What follows belongs to an exercise in optimizing a design on an open flow for small area and a short achievable clock period; a production flow would make more cautious choices. Only simulation tests tie the RTL to the original design; equivalence was not proved. The flow treats the clock pin as an ideal source, which a real chip does not have.

## flow/design.v (module list and top-level ports; edited modules follow where they fit)
// module full_adder: 9 lines
// module half_adder: 8 lines
// module DaddaKS_16bitMAC: 1728 lines
// module bxor: 3 lines
// module bxnor: 3 lines
// module band: 3 lines
// module bnor: 3 lines
// module bandn: 3 lines
// module bor: 3 lines
// module born: 3 lines
// module aoi21: 3 lines
// module oai21: 3 lines
// module nand2: 3 lines
// module nor2: 3 lines
module DaddaKS_16bitMAC(
    input [15:0] a,
    input [15:0] b,
    input clk,
    input rst,
    input cin,
    output reg [31:0] out,
    output cout
);
  // ...
==> flow/flow/run.sh <==
#!/bin/bash
set -euo pipefail
R=$PWD/orfs/results/sky130hd/DaddaKS_16bitMAC/base
downsize() {
  DS_ODB=$R/$1.odb DS_SDC=$R/$1.sdc DS_TARGET=99 DS_PROP=$2 DS_TRADEOFF=$3 \
    DS_LIB=$FLOW_HOME/platforms/sky130hd/lib/sky130_fd_sc_hd__tt_025C_1v80.lib \
    DS_PLATFORM_DIR=$FLOW_HOME/platforms/sky130hd \
    openroad -no_init -exit flow/downsize.tcl > downsize_$1.log 2>&1
}
bash standard.sh 'BUFFER_PORTS_ARGS=-buffer_cell sky130_fd_sc_hd__buf_8' 'CTS_ARGS=-sink_clustering_enable -repair_clock_nets -buf_list sky130_fd_sc_hd__clkbuf_8 -dont_use_dummy_load' SETUP_SLACK_MARGIN=6 place > standard_place.log 2>&1
downsize 3_place 0 0
bash standard.sh 'BUFFER_PORTS_ARGS=-buffer_cell sky130_fd_sc_hd__buf_8' 'CTS_ARGS=-sink_clustering_enable -repair_clock_nets -buf_list sky130_fd_sc_hd__clkbuf_8 -dont_use_dummy_load' SETUP_SLACK_MARGIN=6 cts > standard_cts.log 2>&1
downsize 4_cts 1 1
bash standard.sh 'BUFFER_PORTS_ARGS=-buffer_cell sky130_fd_sc_hd__buf_8' 'CTS_ARGS=-sink_clustering_enable -repair_clock_nets -buf_list sky130_fd_sc_hd__clkbuf_8 -dont_use_dummy_load' SETUP_SLACK_MARGIN=0 finish > standard_finish.log 2>&1
==> flow/flow/downsize.tcl <==
# Area recovery: give each cell the smallest drive strength of its kind that keeps the
# design's worst setup slack at least DS_TARGET (or the slack it had, if that is lower).
# Reads and rewrites the ODB given in DS_ODB; DS_SDC is its SDC.
read_db $::env(DS_ODB)
read_liberty $::env(DS_LIB)
read_sdc $::env(DS_SDC)
source $::env(DS_PLATFORM_DIR)/setRC.tcl
if {[info exists ::env(DS_PROP)] && $::env(DS_PROP)} { set_propagated_clock [all_clocks] }
estimate_parasitics -placement
set wns0 [sta::worst_slack -max]
set target [expr {min($wns0, $::env(DS_TARGET))}]
puts "downsize: worst slack $wns0, target $target"
set tradeoff [expr {[info exists ::env(DS_TRADEOFF)] ? $::env(DS_TRADEOFF) : 0}]
set tradeoff_k [expr {$tradeoff ? $::env(DS_TRADEOFF) : 0}]
set cur_wns $wns0
set cur_area 0.0
foreach i [get_cells *] {
  set lc [get_lib_cells -quiet */[get_property $i ref_name]]
  if {[llength $lc]} { set cur_area [expr {$cur_area + [get_property $lc area]}] }
}
puts "downsize: cell area $cur_area"
set area0 0.0
set saved 0.0
set n 0
set insts [get_cells *]
foreach inst $insts {
  set m [get_property $inst ref_name]
  if {![regexp {^(sky130_fd_sc_hd__[a-z0-9]+)_([0-9]+)$} $m -> base size]} { continue }
  if {[string match *df* $base] || [string match *tap* $base] || [string match *conb* $base] || [string match *clkbuf* $base]} { continue }
  set cands {}
  foreach lc [get_lib_cells */${base}_*] {
    set nm [get_property $lc name]
    if {[regexp "^${base}_(\[0-9\]+)\$" $nm -> s2] && $s2 < $size} { lappend cands [list $s2 $nm] }
  }
  if {![llength $cands]} { continue }
  set cands [lsort -integer -index 0 $cands]
  foreach c $cands {
    set nm [lindex $c 1]
    replace_cell $inst $nm
    set wns [sta::worst_slack -max]
    set ok [expr {$wns >= $target}]
    if {!$ok && $tradeoff} {
      set da [expr {[get_property [get_lib_cells */$m] area] - [get_property [get_lib_cells */$nm] area]}]
      set dp [expr {$cur_wns - $wns}]
      if {$dp / (17.0 - $cur_wns) < $tradeoff_k * $da / $cur_area} { set ok 1 }
    }
    if {$ok} {
      set cur_area [expr {$cur_area - [get_property [get_lib_cells */$m] area] + [get_property [get_lib_cells */$nm] area]}]
      set cur_wns $wns
      incr n
      puts "downsize: [get_full_name $inst] $m -> $nm"
      break
    }
    replace_cell $inst $m
  }
}
puts "downsize: resized $n cells, worst slack now [sta::worst_slack -max]"
report_design_area
write_db $::env(DS_ODB)
==> flow/standard.sh <==
#!/bin/bash
# synth_recipe.tcl (not shown) runs the flow's synth.tcl, then flattens the netlist and writes it again
# the make line also repeats each setting of config.mk as NAME=value (left out here)
make -C /OpenROAD-flow-scripts/flow DESIGN_CONFIG=/design/flow/config.mk WORK_HOME=/design/flow/orfs CLKGATE_MAP_FILE= SYNTH_SCRIPT=/design/flow/synth_recipe.tcl "${@:-finish}"
==> flow/config.mk <==
export PLATFORM = sky130hd
export DESIGN_NAME = DaddaKS_16bitMAC
export DESIGN_NICKNAME = DaddaKS_16bitMAC
export VERILOG_FILES = /design/flow/design.v
export SDC_FILE = /design/flow/constraint.sdc
export NUM_CORES = 4
export LEC_CHECK = 0
export CAP_MARGIN = 20
export CORE_MARGIN = 2
export CORE_UTILIZATION = 40
export CTS_BUF_LIST = sky130_fd_sc_hd__clkbuf_8
export SETUP_SLACK_MARGIN = 5
export SLEW_MARGIN = 20
export SYNTH_HIERARCHICAL = 1
==> flow/constraint.sdc <==
create_clock -name core_clock -period 17.0 [get_ports {clk}]
set_input_delay 3.4000 -clock core_clock [delete_from_list [all_inputs] [get_ports {clk}]]
set_output_delay 3.4000 -clock core_clock [all_outputs]
set_load 0.01 [all_outputs]
==> impl_metrics.yaml, run 1 <==
critical_path:
  crit_family: "adder cells"
  crit_required_ps: 13600
  worstRegToRegCells: 19
  crit_path_start_kind: "input pin"
  critical_path_depth: 17
  crit_slowest_cell: "fa_1"
  endpoint: "cout"
status:
  outcome: "no timing/DRC/antenna violations"
grt:
  met1_usage: 0.270
  grt_util_all_layers: 0.211
yosys:
  async_reset_ff_frac: 1.00
  netlist.area_leader.share: 0.520
  synth-edff-count: 0
  synth_warnings: 7
  synth-main-ff-cell: "dfrtp_1"
  syn_nets: 1096
finish:
  mostFrequentLayoutCells: "288 x nand2_1, 224 x fa_1, 47 x xor2_1"
  nNonClkBuffers: 79
  nClkBuffers: 5
worst_hold_path:
  whs_path_depth: 2
  hp-start: "out[0]"
cts:
  cts_resized: 66
  ctsHtreeMaxLevel: 2
floorplanning:
  tap_cells: 275
  io_pins: 68
route:
  met1_length_um: 8820
  wl_met3_um: 1200
  wl_met2_um: 11300
  vias: 5714
timing:
  fin_crit_ps: 11700
  setup_violations: 0
place:
  gp_congestion: 0.863
  pre_cts_ws_ps: 5570
==> inputs of run 2 (changes only) <==
==> flow/flow/run.sh (replaced) <==
#!/bin/bash
set -euo pipefail
R=$PWD/orfs/results/sky130hd/DaddaKS_16bitMAC/base
downsize() {
  DS_ODB=$R/$1.odb DS_SDC=$R/$1.sdc DS_TARGET=99 DS_PROP=$2 DS_TRADEOFF=$3 \
    DS_LIB=$FLOW_HOME/platforms/sky130hd/lib/sky130_fd_sc_hd__tt_025C_1v80.lib \
    DS_PLATFORM_DIR=$FLOW_HOME/platforms/sky130hd \
    openroad -no_init -exit flow/downsize.tcl > downsize_$1.log 2>&1
}
bash standard.sh 'BUFFER_PORTS_ARGS=-buffer_cell sky130_fd_sc_hd__buf_1' 'CTS_ARGS=-sink_clustering_enable -repair_clock_nets -buf_list sky130_fd_sc_hd__clkbuf_8 -dont_use_dummy_load' SETUP_SLACK_MARGIN=6.5 place > standard_place.log 2>&1
downsize 3_place 0 0
bash standard.sh 'BUFFER_PORTS_ARGS=-buffer_cell sky130_fd_sc_hd__buf_1' 'CTS_ARGS=-sink_clustering_enable -repair_clock_nets -buf_list sky130_fd_sc_hd__clkbuf_8 -dont_use_dummy_load' SETUP_SLACK_MARGIN=6.5 cts > standard_cts.log 2>&1
downsize 4_cts 1 1
bash standard.sh 'BUFFER_PORTS_ARGS=-buffer_cell sky130_fd_sc_hd__buf_1' 'CTS_ARGS=-sink_clustering_enable -repair_clock_nets -buf_list sky130_fd_sc_hd__clkbuf_8 -dont_use_dummy_load' SETUP_SLACK_MARGIN=0 finish > standard_finish.log 2>&1
==> run 2 against run 1 <==
Effect of this change: maximum frequency rose by 2.0%; hold slack got worse by 3.3 ps; synthesized cell count is the same; design area grew 0.36%; area after synthesis stayed put; setup slack better by 230 ps.
==> impl_metrics.yaml, run 2 <==
yosys:
  synth.distinct_cells: 17
  synth_area_per_cell_um2: 10.4
  synthTopCellsByCount: "278 x nand2_1, 225 x fa_1, 62 x buf_6"
  async_reset_ff_frac: 1.00
  synth_cells: 836
  synth-edff-count: 0
  synth_most_common_cell: "nand2_1"
  synth_area_leader_cell: "fa_1"
  netlist.area_leader.share: 0.520
  syn_nets: 1096
  synth_seq_cells: 32
  synth_seq_area_share: 0.0924
  synth-main-ff-cell: "dfrtp_1"
  synthTopCellsByArea: "fa_1 52%, nand2_1 12%, dfrtp_1 9.2%"
  synth_warnings: 7
  netlist_area_um2: 8660
cts:
  ctsHtreeMaxLevel: 2
  tritoncts: "built"
  clk_path_buf_depth: 2
  insertion_delay_ps: 320
  cts.clk_slew.worst_paths_ps: 70
  cts_root_buf: "clkbuf_8"
  cts_num_sinks: 32
  cts_buffers: 5
finish:
  top_regs: "out (32)"
  fin_area_um2: 8630
  mostFrequentLayoutCells: "288 x nand2_1, 225 x fa_1, 55 x buf_1"
  area_growth_pct: -0.390
  layout_commonest_cell: "nand2_1"
  nNetsFinal: 1129
  largest_reg_flops: 32
  drive_gt1_frac: 0.0484
  largest-register: "out"
  utilization: 0.408
floorplanning:
  die_h_um: 151
  start_util: 0.409
  core_um2: 21200
  chipWidth_um: 151
  rows: 53
  io_pins: 68
  dieArea_um2: 22800
route:
  firstDrtPassIters: 5
  antenna_left: 0
  wl_per_cell_um: 19.1
  drc: 0
  vias_per_cell: 5.13
  drt-initial-drc-count: 445
  vias: 5862
  finalWirelength_um: 21800
grt:
  grt_max_degree: 33
  antenna_found_initial: 0
  grt_pass1_wl_um: 35400
  grt_util_all_layers: 0.208
  grt_pass1_vias: 6368
  overflow: 0
timing:
  skew_ps: 9.88
  setup_violations: 0
  slew_headroom: 0.459
  fmax_ghz: 0.0872
  fin_setup_tns_ps: 0
  fin_crit_ps: 11470
  rsz0062_at_grt: "false"
  hold_viol: 0
  finalMaxSlewViolations: 0
  post-route-period-util: 0.674
  worstMarginPinSlew_ps: 803
critical_path:
  crit_top_cell: "fa_1"
  path_max_fanout: 9
  crit_family: "adder cells"
  path_cells: "buf_1 > buf_2 > buf_1 > nand2_1 > or2_0 > fa_1 > fa_1 > fa_1 > fa_1 > fa_1 > nor2_1 > a21oi_2 > o21ai_1 > a21oi_1 > o21ai_0 > a21oi_1 > xnor2_1 > buf_1"
  critPathMaxStageDelay_ps: 580
  critPathKind: "in2out"
  crit_required_ps: 13600
  critical_path_buf_inv_count: 4
  critical_path_arrival_ps: 8070
  endpoint_kind: "output pin"
  crit_path_start_kind: "input pin"
  crit_slowest_cell: "fa_1"
place:
  gp_congestion: 0.854
  hpwl_um: 17000
  io_buffers: 67
  postPlaceCellArea_um2: 8590
run:
  max_cap_viol_count: 0
status:
  outcome: "no timing/DRC/antenna violations"
worst_hold_path:
  min_path_type: "reg2reg"
==> run 2: path summary, 6_finish.rpt <==
check / depth (start not counted) / slack, ps / endpoint / startpoint
min in group asynchronous: 3 / 3150 / out[1] / rst
max: 18 / 5530 / cout / b[9]
min: 2 / 670 / out[0] / out[0]
max in group asynchronous: 4 / 13380 / out[23] / rst
max reg2reg: 19 / 10990 / out[31] / out[14]
min reg2reg: 2 / 670 / out[0] / out[0]
==> run 2: what timing repair did <==
item,in CTS,in global routing
hold buffers,0,0
resized for setup,125,0
setup endpoints to repair,1,0
setup buffers,16,0
==> run 2: Yosys stat by module, one instance, submodules excluded <==
module / cell area, um^2 / flops+latches
nor2: 3.75 / 0
bxnor: 8.76 / 0
bxor: 8.76 / 0
DaddaKS_16bitMAC: 2650 / 32
oai21: 5.00 / 0
born: 6.26 / 0
bandn: 13.8 / 0
bnor: 3.75 / 0
bor: 6.26 / 0
full_adder: 20.0 / 0
aoi21: 8.76 / 0
nand2: 3.75 / 0
==> run 2: final cells by class <==
class                      instances  area, um^2
clock buffer                       5        68.8
tap                              275         344
antenna                            1        2.50
multi-input combinational        706        6830
timing repair buffer              90         455
inverter                          34         128
fill                            2125       12500
sequential                        32         801
==> run 2: per-layer routing <==
metal  GRT usage  routed length (um)
met3      0.0370                1310
met5           0                   0
met1       0.274                8870
met4      0.0836                 799
met2       0.342               10800
==> run 2: worst register-to-register path, stage by stage, from the launching register on <==
cell and delay [ps]:
dfrtp_1 410, inv_1 90, fa_1 550, fa_1 430, fa_1 470, fa_1 390, fa_1 500, fa_1 460
nand2_1 110, nand2_1 80, nor2_1 120, nand2_1 80, o21ai_2 250, buf_1 280, inv_1 90, o21ai_0 650
a21oi_1 260, o21ai_0 380, a21oi_1 130, xnor2_1 150
==> run 2: logic make-up (layout without fill, tap and decap cells) <==
logic type                 count (synthesis)  after routing  share of synthesized area
adders and majority gates                225            225                      0.520
other                                      1              2                   0.000433
and+or+nand+nor                          343            343                      0.157
DFF                                       32             32                     0.0924
buffers and inverters                     98            129                     0.0994
AOI/OAI and AO/OA                         57             57                     0.0498
xor gates and xnor gates                  80             80                     0.0809
==> run 2: stage by stage <==
| step | hold WS (ps) | worst slack [ps] | std cells |
|---|---|---|---|
| floorplan | 676 | 8940 | 836 |
| global placement | 648 | 5380 | 1120 |
| detailed placement | 649 | 5340 | 1120 |
| CTS | 667 | 5970 | 1141 |
| global route | 707 | 5230 | 1142 |
| finish | 667 | 5530 | 1143 |
==> inputs of run 3 (changes only) <==
==> flow/flow/run.sh (replaced) <==
#!/bin/bash
set -euo pipefail
R=$PWD/orfs/results/sky130hd/DaddaKS_16bitMAC/base
downsize() {
  DS_ODB=$R/$1.odb DS_SDC=$R/$1.sdc DS_TARGET=99 DS_PROP=$2 DS_TRADEOFF=$3 \
    DS_LIB=$FLOW_HOME/platforms/sky130hd/lib/sky130_fd_sc_hd__tt_025C_1v80.lib \
    DS_PLATFORM_DIR=$FLOW_HOME/platforms/sky130hd \
    openroad -no_init -exit flow/downsize.tcl > downsize_$1.log 2>&1
}
bash standard.sh 'BUFFER_PORTS_ARGS=-buffer_cell sky130_fd_sc_hd__buf_1' 'CTS_ARGS=-sink_clustering_enable -repair_clock_nets -buf_list sky130_fd_sc_hd__clkbuf_8 -dont_use_dummy_load' SETUP_SLACK_MARGIN=7 place > standard_place.log 2>&1
downsize 3_place 0 0
bash standard.sh 'BUFFER_PORTS_ARGS=-buffer_cell sky130_fd_sc_hd__buf_1' 'CTS_ARGS=-sink_clustering_enable -repair_clock_nets -buf_list sky130_fd_sc_hd__clkbuf_8 -dont_use_dummy_load' SETUP_SLACK_MARGIN=7 cts > standard_cts.log 2>&1
downsize 4_cts 1 1
bash standard.sh 'BUFFER_PORTS_ARGS=-buffer_cell sky130_fd_sc_hd__buf_1' 'CTS_ARGS=-sink_clustering_enable -repair_clock_nets -buf_list sky130_fd_sc_hd__clkbuf_8 -dont_use_dummy_load' SETUP_SLACK_MARGIN=0 finish > standard_finish.log 2>&1
==> run 3 against run 2 <==
Effect of this change: clock-buffer cell count unchanged; setup slack unchanged; critical path depth unchanged; highest routed layer unchanged.
==> impl_metrics.yaml, run 3 <==
worst_hold_path:
  min_path_type: "reg2reg"
  hp-start: "out[0]"
finish:
  fin_cells: 1143
  drive_gt1_frac: 0.0484
  largest-register: "out"
  nNetsFinal: 1129
  area_growth_pct: -0.390
  layout_commonest_cell: "nand2_1"
  utilization: 0.408
  largest_reg_flops: 32
  top_regs: "out (32)"
  mostFrequentLayoutCells: "288 x nand2_1, 225 x fa_1, 55 x buf_1"
timing:
  finalMaxSlewViolations: 0
  post-route-period-util: 0.674
  fin_setup_tns_ps: 0
  worstMarginPinSlew_ps: 803
  slew_headroom: 0.459
  hold_viol: 0
  fin_crit_ps: 11470
  skew_ps: 9.88
  setup_violations: 0
  rsz0062_at_grt: "false"
  fmax_ghz: 0.0872
yosys:
  netlist_area_um2: 8660
  synth_area_leader_cell: "fa_1"
  syn_nets: 1096
  synth_cells: 836
  synth_seq_cells: 32
  synthTopCellsByCount: "278 x nand2_1, 225 x fa_1, 62 x buf_6"
  async_reset_ff_frac: 1.00
  synth-edff-count: 0
  netlist.area_leader.share: 0.520
  synth_seq_area_share: 0.0924
  synth_area_per_cell_um2: 10.4
  synth_warnings: 7
  synth_most_common_cell: "nand2_1"
  synthTopCellsByArea: "fa_1 52%, nand2_1 12%, dfrtp_1 9.2%"
  synth.distinct_cells: 17
  synth-main-ff-cell: "dfrtp_1"
place:
  gp_congestion: 0.854
  io_buffers: 67
  hpwl_um: 17000
  numPlacedInstances: 1120
critical_path:
  endpoint_kind: "output pin"
  crit_start: "b[9]"
  crit_required_ps: 13600
  endpoint: "cout"
  r2r_start: "out[14]"
  r2r-end: "out[31]"
  critPathKind: "in2out"
  r2r_slack_ps: 10990
  crit_path_start_kind: "input pin"
  worstRegToRegCells: 19
  path_max_fanout: 9
  critical_path_arrival_ps: 8070
route:
  drt-initial-drc-count: 445
  finalWirelength_um: 21800
  wl_per_cell_um: 19.1
  firstDrtPassIters: 5
  antenna_left: 0
  drc: 0
  vias_per_cell: 5.13
  vias: 5862
status:
  outcome: "no timing/DRC/antenna violations"
floorplanning:
  io_pins: 68
  core_um2: 21200
  rows: 53
  die_h_um: 151
  start_util: 0.409
  chipWidth_um: 151
  dieArea_um2: 22800
grt:
  grt_pass1_wl_um: 35400
  grt_util_all_layers: 0.208
  grt_max_degree: 33
  grt_pass1_vias: 6368
  antenna_found_initial: 0
  overflow: 0
cts:
  tritoncts: "built"
  cts_buffers: 5
  cts_num_sinks: 32
  cts_root_buf: "clkbuf_8"
  ctsHtreeMaxLevel: 2
  clk_path_buf_depth: 2
  cts.clk_slew.worst_paths_ps: 70
  insertion_delay_ps: 320
run:
  max_cap_viol_count: 0
## run 3: Yosys stat by module, one instance, submodules excluded, excerpt
module            copies in the design  flip-flops and latches  cells inside  cell area, um^2
bandn                                1                       0             1             13.8
bnor                                31                       0             1             3.75
oai21                               18                       0             1             5.00
born                                 5                       0             1             6.26
full_adder                         225                       0             1             20.0
DaddaKS_16bitMAC                     1                      32           387             2650
nor2                                 8                       0             1             3.75
bor                                 10                       0             1             6.26
bxnor                               33                       0             1             8.76
bxor                                47                       0             1             8.76
## run 3: repair_timing
item,CTS,global route
endpoints found under the setup margin,1,0
buffers inserted,16,0
resized for setup,125,0
hold buffers,0,0
## run 3: final cells by class
type,instances,area (um^2)
flip-flops and latches,32,801
diodes,1,2.50
fillers,2125,12500
repair buffers,90,455
inverters,34,128
well taps,275,344
multi-input cells,706,6830
clock buffers,5,68.8
## run 3: layer usage
layer  vias up  routed length [um]  track usage
met4         0                 799       0.0836
met3        48                1310       0.0370
met2       208               10800        0.342
li1       2551                   -            -
met1      3055                8870        0.274
met5         -                   0            0
## run 3: stage by stage
step	cell area (um^2)	hold slack, ps	setup WS (ps)
finish	8630	667	5530
global route	8630	707	5230
CTS	8750	667	5970
detailed placement	8590	649	5340
global placement	8590	648	5380
floorplan	8690	676	8940
## run 3: worst min-delay path by stage
stage             end  depth (start not counted)  slack [ps]
2_1_floorplan  out[0]                          2         680
3_3_place_gp   out[0]                          2         650
3_5_place_dp   out[0]                          2         650
4_1_cts        out[0]                          2         670
5_1_grt        out[0]                          2         710
6_report       out[0]                          2         670
## run 3: kinds of logic after synthesis
family / after synthesis / synth area share
AND/OR/NAND/NOR: 343 / 0.157
adder cells (fa/ha/maj): 225 / 0.520
buffers and inverters: 98 / 0.0994
XOR/XNOR: 80 / 0.0809
AO/OA/AOI/OAI: 57 / 0.0498
flip-flops: 32 / 0.0924
other: 1 / 0.000433
## run 3: critical path: stages
cell     delay, ps
buf_1           60
buf_2          170
buf_1          460
nand2_1        160
or2_0          270
fa_1           580
fa_1           450
fa_1           390
fa_1           510
fa_1           460
nor2_1         200
a21oi_2         90
o21ai_1        190
a21oi_1        100
o21ai_0        180
a21oi_1         70
xnor2_1        160
buf_1          170
==> inputs of run 4 (changes only) <==
==> flow/flow/run.sh (replaced) <==
#!/bin/bash
# The standard layout (the standard.sh) with these ORFS settings on top of config.mk's:
#   SETUP_SLACK_MARGIN=6 'BUFFER_PORTS_ARGS=-buffer_cell sky130_fd_sc_hd__buf_1' 'CTS_ARGS=-sink_clustering_enable -repair_clock_nets -buf_list sky130_fd_sc_hd__clkbuf_8 -dont_use_dummy_load' SETUP_MOVE_SEQUENCE=sizeup,swap,buffer,clone
# and one extra step after global placement: downsize.tcl gives every cell the smallest
# drive strength that keeps the worst setup slack (area recovery; synthesis maps the
# one-gate modules to needlessly large cells).  Each tool's output is in its own log.
set -euo pipefail
bash standard.sh SETUP_SLACK_MARGIN=6 'BUFFER_PORTS_ARGS=-buffer_cell sky130_fd_sc_hd__buf_1' 'CTS_ARGS=-sink_clustering_enable -repair_clock_nets -buf_list sky130_fd_sc_hd__clkbuf_8 -dont_use_dummy_load' SETUP_MOVE_SEQUENCE=sizeup,swap,buffer,clone place > standard_place.log 2>&1
R=$PWD/orfs/results/sky130hd/DaddaKS_16bitMAC/base
DS_ODB=$R/3_place.odb DS_SDC=$R/3_place.sdc DS_TARGET=6.3 \
  DS_LIB=$FLOW_HOME/platforms/sky130hd/lib/sky130_fd_sc_hd__tt_025C_1v80.lib \
  DS_PLATFORM_DIR=$FLOW_HOME/platforms/sky130hd \
  openroad -no_init -exit flow/downsize.tcl > downsize.log 2>&1
bash standard.sh SETUP_SLACK_MARGIN=6 'BUFFER_PORTS_ARGS=-buffer_cell sky130_fd_sc_hd__buf_1' 'CTS_ARGS=-sink_clustering_enable -repair_clock_nets -buf_list sky130_fd_sc_hd__clkbuf_8 -dont_use_dummy_load' SETUP_MOVE_SEQUENCE=sizeup,swap,buffer,clone finish > standard_finish.log 2>&1
==> run 4 against run 3 <==
Effect of this change: still clean; via count decreased by 1.2%; sequential share of layout area decreased by 0.22 points; hold slack got worse by 3.7 ps; non-clock buffer count decreased by 4; die area unchanged; critical endpoint unchanged.
==> impl_metrics.yaml, run 4 <==
timing:
  fin_setup_tns_ps: 0
  rsz0062_at_grt: "true"
  hold_viol: 0
  post-route-period-util: 0.641
  skew_ps: 3.09
  fmax_ghz: 0.0918
  fin_crit_ps: 10890
  worstMarginPinSlew_ps: 741
  finalMaxSlewViolations: 0
  setup_violations: 0
  slew_headroom: 0.501
grt:
  grt_max_degree: 33
  overflow: 0
  antenna_found_initial: 0
  grt_pass1_wl_um: 35200
  grt_util_all_layers: 0.207
  grt_pass1_vias: 6389
finish:
  largest_reg_flops: 32
  fin_cells: 1138
  layout_commonest_cell: "nand2_1"
  nNetsFinal: 1125
  drive_gt1_frac: 0.0857
  n_antenna_cell: 0
  largest-register: "out"
  top_regs: "out (32)"
  mostFrequentLayoutCells: "285 x nand2_1, 215 x fa_1, 45 x xor2_1"
  area_growth_pct: 1.99
critical_path:
  endpoint_kind: "output pin"
  crit_required_ps: 13600
  critical_path_arrival_ps: 7490
  path_max_fanout: 7
  crit_path_start_kind: "input pin"
  critPathKind: "in2out"
route:
  antenna_left: 0
  drc: 0
  drt-initial-drc-count: 419
  vias: 5790
  vias_per_cell: 5.09
  firstDrtPassIters: 5
  wl_per_cell_um: 18.9
  finalWirelength_um: 21600
yosys:
  synth_seq_area_share: 0.0924
  synth_most_common_cell: "nand2_1"
  synth.distinct_cells: 17
  synth_warnings: 7
  synth-edff-count: 0
  synthTopCellsByArea: "fa_1 52%, nand2_1 12%, dfrtp_1 9.2%"
  synthTopCellsByCount: "278 x nand2_1, 225 x fa_1, 62 x buf_6"
  netlist_area_um2: 8660
  synth_area_leader_cell: "fa_1"
  synth_seq_cells: 32
  syn_nets: 1096
  synth_cells: 836
  synth_area_per_cell_um2: 10.4
  synth-main-ff-cell: "dfrtp_1"
  netlist.area_leader.share: 0.520
  async_reset_ff_frac: 1.00
place:
  numPlacedInstances: 1124
  gp_congestion: 0.877
  hpwl_um: 17300
  io_buffers: 67
cts:
  cts_root_buf: "clkbuf_8"
  cts.clk_slew.worst_paths_ps: 80
  ctsHtreeMaxLevel: 2
  cts_num_sinks: 32
  tritoncts: "built"
  insertion_delay_ps: 320
  clk_path_buf_depth: 2
  ctsHoldBuffers: 0
  cts_buffers: 5
floorplanning:
  die_h_um: 151
  chipWidth_um: 151
  start_util: 0.409
  rows: 53
  io_pins: 68
  dieArea_um2: 22800
  core_um2: 21200
run:
  max_cap_viol_count: 0
worst_hold_path:
  min_path_type: "reg2reg"
status:
  outcome: "no timing/DRC/antenna violations"
-- run 4: changes by cell type in the layout (fill, tap and decap cells not counted), sizes merged --
cell           previous run  this run
buf                      86        79
clkbuf                    6        12
clkdlybuf4s15             3         0
diode                     1         0
-- run 4: critical path: stages --
cell     delay (ps)
buf_1            90
buf_6           140
nand2_1          70
fa_1            450
fa_1            510
fa_1            430
fa_2            350
fa_1            500
fa_1            440
nand2_1         110
nand2_1          80
nor2_2          140
nand2_2          80
o21ai_4         310
a21oi_2         100
xnor2_1         130
buf_2           140
-- run 4: kinds of logic after synthesis --
group | after synthesis | synth area share
AO/OA/AOI/OAI | 57 | 0.0498
XOR/XNOR | 80 | 0.0809
adder cells (fa/ha/maj) | 225 | 0.520
buffers and inverters | 98 | 0.0994
flip-flops | 32 | 0.0924
other | 1 | 0.000433
AND/OR/NAND/NOR | 343 | 0.157
-- run 4: repair_timing --
action / in CTS / in global routing
endpoints found under the setup margin: 1 / 1
pin swaps: 4 / 12
buffers inserted: 6 / 2
endpoints found under the hold margin: 0 / 0
resized for setup: 131 / 38
gates cloned: 0 / 0
-- run 4: worst paths after layout --
check	depth (start not counted)	slack [ps]	end	from
max	17	6110	cout	b[14]
min	2	660	out[0]	out[0]
max reg2reg	18	11420	out[31]	out[14]
min reg2reg	2	660	out[0]	out[0]
max in group asynchronous	4	13400	out[21]	rst
min in group asynchronous	3	3130	out[13]	rst
-- run 4: layer usage --
layer / vias to the layer above / track usage / wire length, um
met5: - / 0 / 0
li1: 2531 / - / -
met1: 2998 / 0.283 / 8770
met3: 49 / 0.0304 / 1220
met2: 212 / 0.344 / 10800
met4: 0 / 0.0636 / 726
-- run 4: cell type report --
class | instances | area [um^2]
Fill cell | 2088 | 12300
Multi-Input combinational cell | 706 | 6930
Sequential cell | 32 | 801
Timing Repair Buffer | 86 | 562
Tap cell | 275 | 344
Inverter | 34 | 128
Clock buffer | 5 | 68.8
-- run 4: through the flow --
| step | utilization | instance area, um^2 | hold WS [ps] | worst slack [ps] |
|---|---|---|---|---|
| floorplan | - | 8660 | 676 | 6120 |
| global placement | 0.407 | 8600 | 647 | 5050 |
| detailed placement | 0.407 | 8600 | 650 | 5020 |
| CTS | 0.410 | 8680 | 671 | 6000 |
| global route | 0.418 | 8830 | 711 | 5920 |
| finish | 0.418 | 8830 | 663 | 6110 |
-- run 4: modules after synthesis, one instance, submodules excluded --
module	cell area (um^2)	cells	flops+latches
nand2	3.75	1	0
DaddaKS_16bitMAC	2650	387	32
nor2	3.75	1	0
aoi21	8.76	1	0
bxnor	8.76	1	0
bxor	8.76	1	0
bor	6.26	1	0
oai21	5.00	1	0
born	6.26	1	0
bandn	13.8	1	0
full_adder	20.0	1	0
bnor	3.75	1	0
==> inputs of run 5 (changes only) <==
==> flow/flow/run.sh (replaced) <==
#!/bin/bash
# The standard layout (the standard.sh) with these ORFS settings on top of config.mk's:
#   SETUP_SLACK_MARGIN=6 'BUFFER_PORTS_ARGS=-buffer_cell sky130_fd_sc_hd__buf_1' 'CTS_ARGS=-sink_clustering_enable -repair_clock_nets -buf_list sky130_fd_sc_hd__clkbuf_8 -dont_use_dummy_load' SETUP_MOVE_SEQUENCE=unbuffer,sizeup,swap
# and one extra step after global placement: downsize.tcl gives every cell the smallest
# drive strength that keeps the worst setup slack (area recovery; synthesis maps the
# one-gate modules to needlessly large cells).  Each tool's output is in its own log.
set -euo pipefail
bash standard.sh SETUP_SLACK_MARGIN=6 'BUFFER_PORTS_ARGS=-buffer_cell sky130_fd_sc_hd__buf_1' 'CTS_ARGS=-sink_clustering_enable -repair_clock_nets -buf_list sky130_fd_sc_hd__clkbuf_8 -dont_use_dummy_load' SETUP_MOVE_SEQUENCE=unbuffer,sizeup,swap place > standard_place.log 2>&1
R=$PWD/orfs/results/sky130hd/DaddaKS_16bitMAC/base
DS_ODB=$R/3_place.odb DS_SDC=$R/3_place.sdc DS_TARGET=6.3 \
  DS_LIB=$FLOW_HOME/platforms/sky130hd/lib/sky130_fd_sc_hd__tt_025C_1v80.lib \
  DS_PLATFORM_DIR=$FLOW_HOME/platforms/sky130hd \
  openroad -no_init -exit flow/downsize.tcl > downsize.log 2>&1
bash standard.sh SETUP_SLACK_MARGIN=6 'BUFFER_PORTS_ARGS=-buffer_cell sky130_fd_sc_hd__buf_1' 'CTS_ARGS=-sink_clustering_enable -repair_clock_nets -buf_list sky130_fd_sc_hd__clkbuf_8 -dont_use_dummy_load' SETUP_MOVE_SEQUENCE=unbuffer,sizeup,swap finish > standard_finish.log 2>&1
==> run 5 against run 4 <==
Effect of this change: setup slack got worse by 120 ps; sequential share of layout area up 0.076 points; largest cell class unchanged.
==> impl_metrics.yaml, run 5 <==
yosys:
  netlist_area_um2: 8660
  netlist.area_leader.share: 0.520
  synth.distinct_cells: 17
  synth-edff-count: 0
  synth-main-ff-cell: "dfrtp_1"
  synth_seq_area_share: 0.0924
  async_reset_ff_frac: 1.00
  syn_nets: 1096
  synthTopCellsByArea: "fa_1 52%, nand2_1 12%, dfrtp_1 9.2%"
  synth_seq_cells: 32
  synth_area_leader_cell: "fa_1"
  synth_warnings: 7
  synthTopCellsByCount: "278 x nand2_1, 225 x fa_1, 62 x buf_6"
  synth_most_common_cell: "nand2_1"
  synth_area_per_cell_um2: 10.4
  synth_cells: 836
critical_path:
  critPathKind: "in2out"
  endpoint_kind: "output pin"
  critPathMaxStageDelay_ps: 530
  crit_path_start_kind: "input pin"
  path_cells: "clkdlybuf4s15_2 > nand2_1 > fa_1 > fa_1 > fa_1 > fa_1 > fa_1 > nand2_1 > nand2_4 > nor2_4 > nand2_2 > o21ai_4 > a21oi_2 > xnor2_1 > buf_2"
  crit_family: "adder cells"
  crit_slowest_cell: "fa_1"
  crit_top_cell: "fa_1"
  crit_start: "b[3]"
  path_max_fanout: 16
  crit_required_ps: 13600
  critical_path_buf_inv_count: 2
  critical_path_arrival_ps: 7610
  r2r_start: "out[14]"
cts:
  cts_buffers: 5
  post-cts-setup-buffers: 0
  cts_num_sinks: 32
  tritoncts: "built"
  ctsHtreeMaxLevel: 2
  cts_root_buf: "clkbuf_8"
  clk_path_buf_depth: 2
  ctsHoldBuffers: 0
  insertion_delay_ps: 320
  cts.clk_slew.worst_paths_ps: 80
timing:
  fmax_ghz: 0.0908
  hold_viol: 0
  skew_ps: 4.16
  setup_violations: 0
  rsz0062_at_grt: "true"
  worstMarginPinSlew_ps: 713
  finalMaxSlewViolations: 0
  fin_setup_tns_ps: 0
  post-route-period-util: 0.648
  slew_headroom: 0.519
  fin_crit_ps: 11010
worst_hold_path:
  hp-start: "out[0]"
  min_path_type: "reg2reg"
finish:
  largest_reg_flops: 32
  top_regs: "out (32)"
  area_growth_pct: 1.14
  largest-register: "out"
  layout_commonest_cell: "nand2_1"
  utilization: 0.414
  nNetsFinal: 1117
  mostFrequentLayoutCells: "283 x nand2_1, 214 x fa_1, 46 x xor2_1"
  drive_gt1_frac: 0.0819
run:
  max_cap_viol_count: 0
grt:
  grt_max_degree: 33
  grt_pass1_wl_um: 35100
  grt_util_all_layers: 0.207
  overflow: 0
  antenna_found_initial: 1
  grt_pass1_vias: 6340
place:
  gp_congestion: 0.877
  hpwl_um: 17300
  io_buffers: 67
floorplanning:
  start_util: 0.409
  dieArea_um2: 22800
  core_um2: 21200
  rows: 53
  chipWidth_um: 151
  die_h_um: 151
  io_pins: 68
route:
  vias: 5771
  vias_per_cell: 5.10
  drt-initial-drc-count: 462
  wl_per_cell_um: 19.0
  finalWirelength_um: 21500
  drc: 0
  antenna_left: 0
  firstDrtPassIters: 5
status:
  outcome: "no timing/DRC/antenna violations"
## run 5: timing repair
item                                    CTS  global route
endpoints found under the setup margin    1             1
resized for setup                       109            44
pin swaps                                 4            19
endpoints found under the hold margin     0             0
## run 5: worst min-delay path, stage by stage, from the launching register on
cell	delay (ps)
dfrtp_1	380
xnor2_1	170
xor2_1	80
## run 5: final cells by class
class | count | area, um^2
Inverter | 34 | 128
Clock buffer | 5 | 68.8
Antenna cell | 1 | 2.50
Tap cell | 275 | 344
Multi-Input combinational cell | 706 | 6940
Sequential cell | 32 | 801
Fill cell | 2101 | 12400
Timing Repair Buffer | 78 | 473
## run 5: logic make-up (layout without fill, tap and decap cells)
group	Yosys count	count (layout)	share of synthesized area
xor gates and xnor gates	80	80	0.0809
buffers and inverters	98	117	0.0994
AOI/OAI and AO/OA	57	57	0.0498
and+or+nand+nor	343	343	0.157
other	1	2	0.000433
adders and majority gates	225	225	0.520
DFF	32	32	0.0924
## run 5: modules after synthesis (local to each module, per instance)
module,times used,cells inside,area (um^2)
DaddaKS_16bitMAC,1,387,2650
aoi21,39,1,8.76
bandn,1,1,13.8
bnor,31,1,3.75
bor,10,1,6.26
born,5,1,6.26
bxnor,33,1,8.76
bxor,47,1,8.76
full_adder,225,1,20.0
nand2,32,1,3.75
nor2,8,1,3.75
oai21,18,1,5.00
## run 5: worst paths after layout
| kind | end | slack [ps] | cells after the start |
|---|---|---|---|
| max in group asynchronous | out[17] | 13400 | 4 |
| worst max register to register | out[31] | 11330 | 18 |
| worst max-delay path | cout | 5990 | 15 |
| worst min-delay path | out[0] | 660 | 2 |
| min in group asynchronous | out[13] | 3130 | 3 |
| worst min register to register | out[0] | 660 | 2 |
## run 5: per-layer routing
layer | GRT usage | routed length, um
met3 | 0.0310 | 1310
met2 | 0.344 | 10800
met4 | 0.0621 | 649
met1 | 0.282 | 8700
met5 | 0 | 0
## run 5: through the flow
| stage | hold WS, ps | setup slack, ps | instance area (um^2) | instances |
|---|---|---|---|---|
| 2_1_floorplan | 676 | 6120 | 8660 | 836 |
| 5_1_grt | 711 | 5800 | 8760 | 1131 |
| 3_3_place_gp | 647 | 5050 | 8600 | 1124 |
| 4_1_cts | 671 | 5930 | 8600 | 1129 |
| 6_report | 662 | 5990 | 8760 | 1131 |
| 3_5_place_dp | 650 | 5020 | 8600 | 1124 |

separate check: timing with driven ports:
In the flow no input, the clock included, has a driving cell. The finished layouts below were timed again as built, in two steps.
Step 1 (the two cells are an assumption about what drives the block):
set clk [get_ports {clk}]
set_driving_cell -lib_cell sky130_fd_sc_hd__clkbuf_16 $clk
set_driving_cell -lib_cell sky130_fd_sc_hd__buf_2 [delete_from_list [all_inputs] $clk]
Step 2 also shifts input and output timing later by t, the mid clock arrival at the registers, as if the neighbouring blocks saw the same clock.
a / b / c = ideal ports / drivers / drivers and shift; a / b = the first two.
run | t, ns | setup WS [ns] | hold WS [ns] | worst slew at a driven data input, ns | cell pins on the clock port's net
run 1 | 0.354 | 5.300 / 5.275 / 5.275 | 0.670 / 0.670 / 0.670 | 0.06 | 1
run 2 | 0.351 | 5.534 / 5.487 / 5.487 | 0.667 / 0.667 / 0.667 | 0.06 | 1
run 3 | 0.351 | 5.534 / 5.487 / 5.487 | 0.667 / 0.667 / 0.667 | 0.06 | 1
run 4 | 0.359 | 6.109 / 6.065 / 6.065 | 0.663 / 0.663 / 0.663 | 0.07 | 1
run 5 | 0.358 | 5.987 / 5.937 / 5.937 | 0.662 / 0.662 / 0.662 | 0.07 | 1
After both steps every run listed still meets setup and hold. For run 5, which loses most, drivers alone change the setup slack by -0.050 ns; drivers and shift together by -0.050 ns.
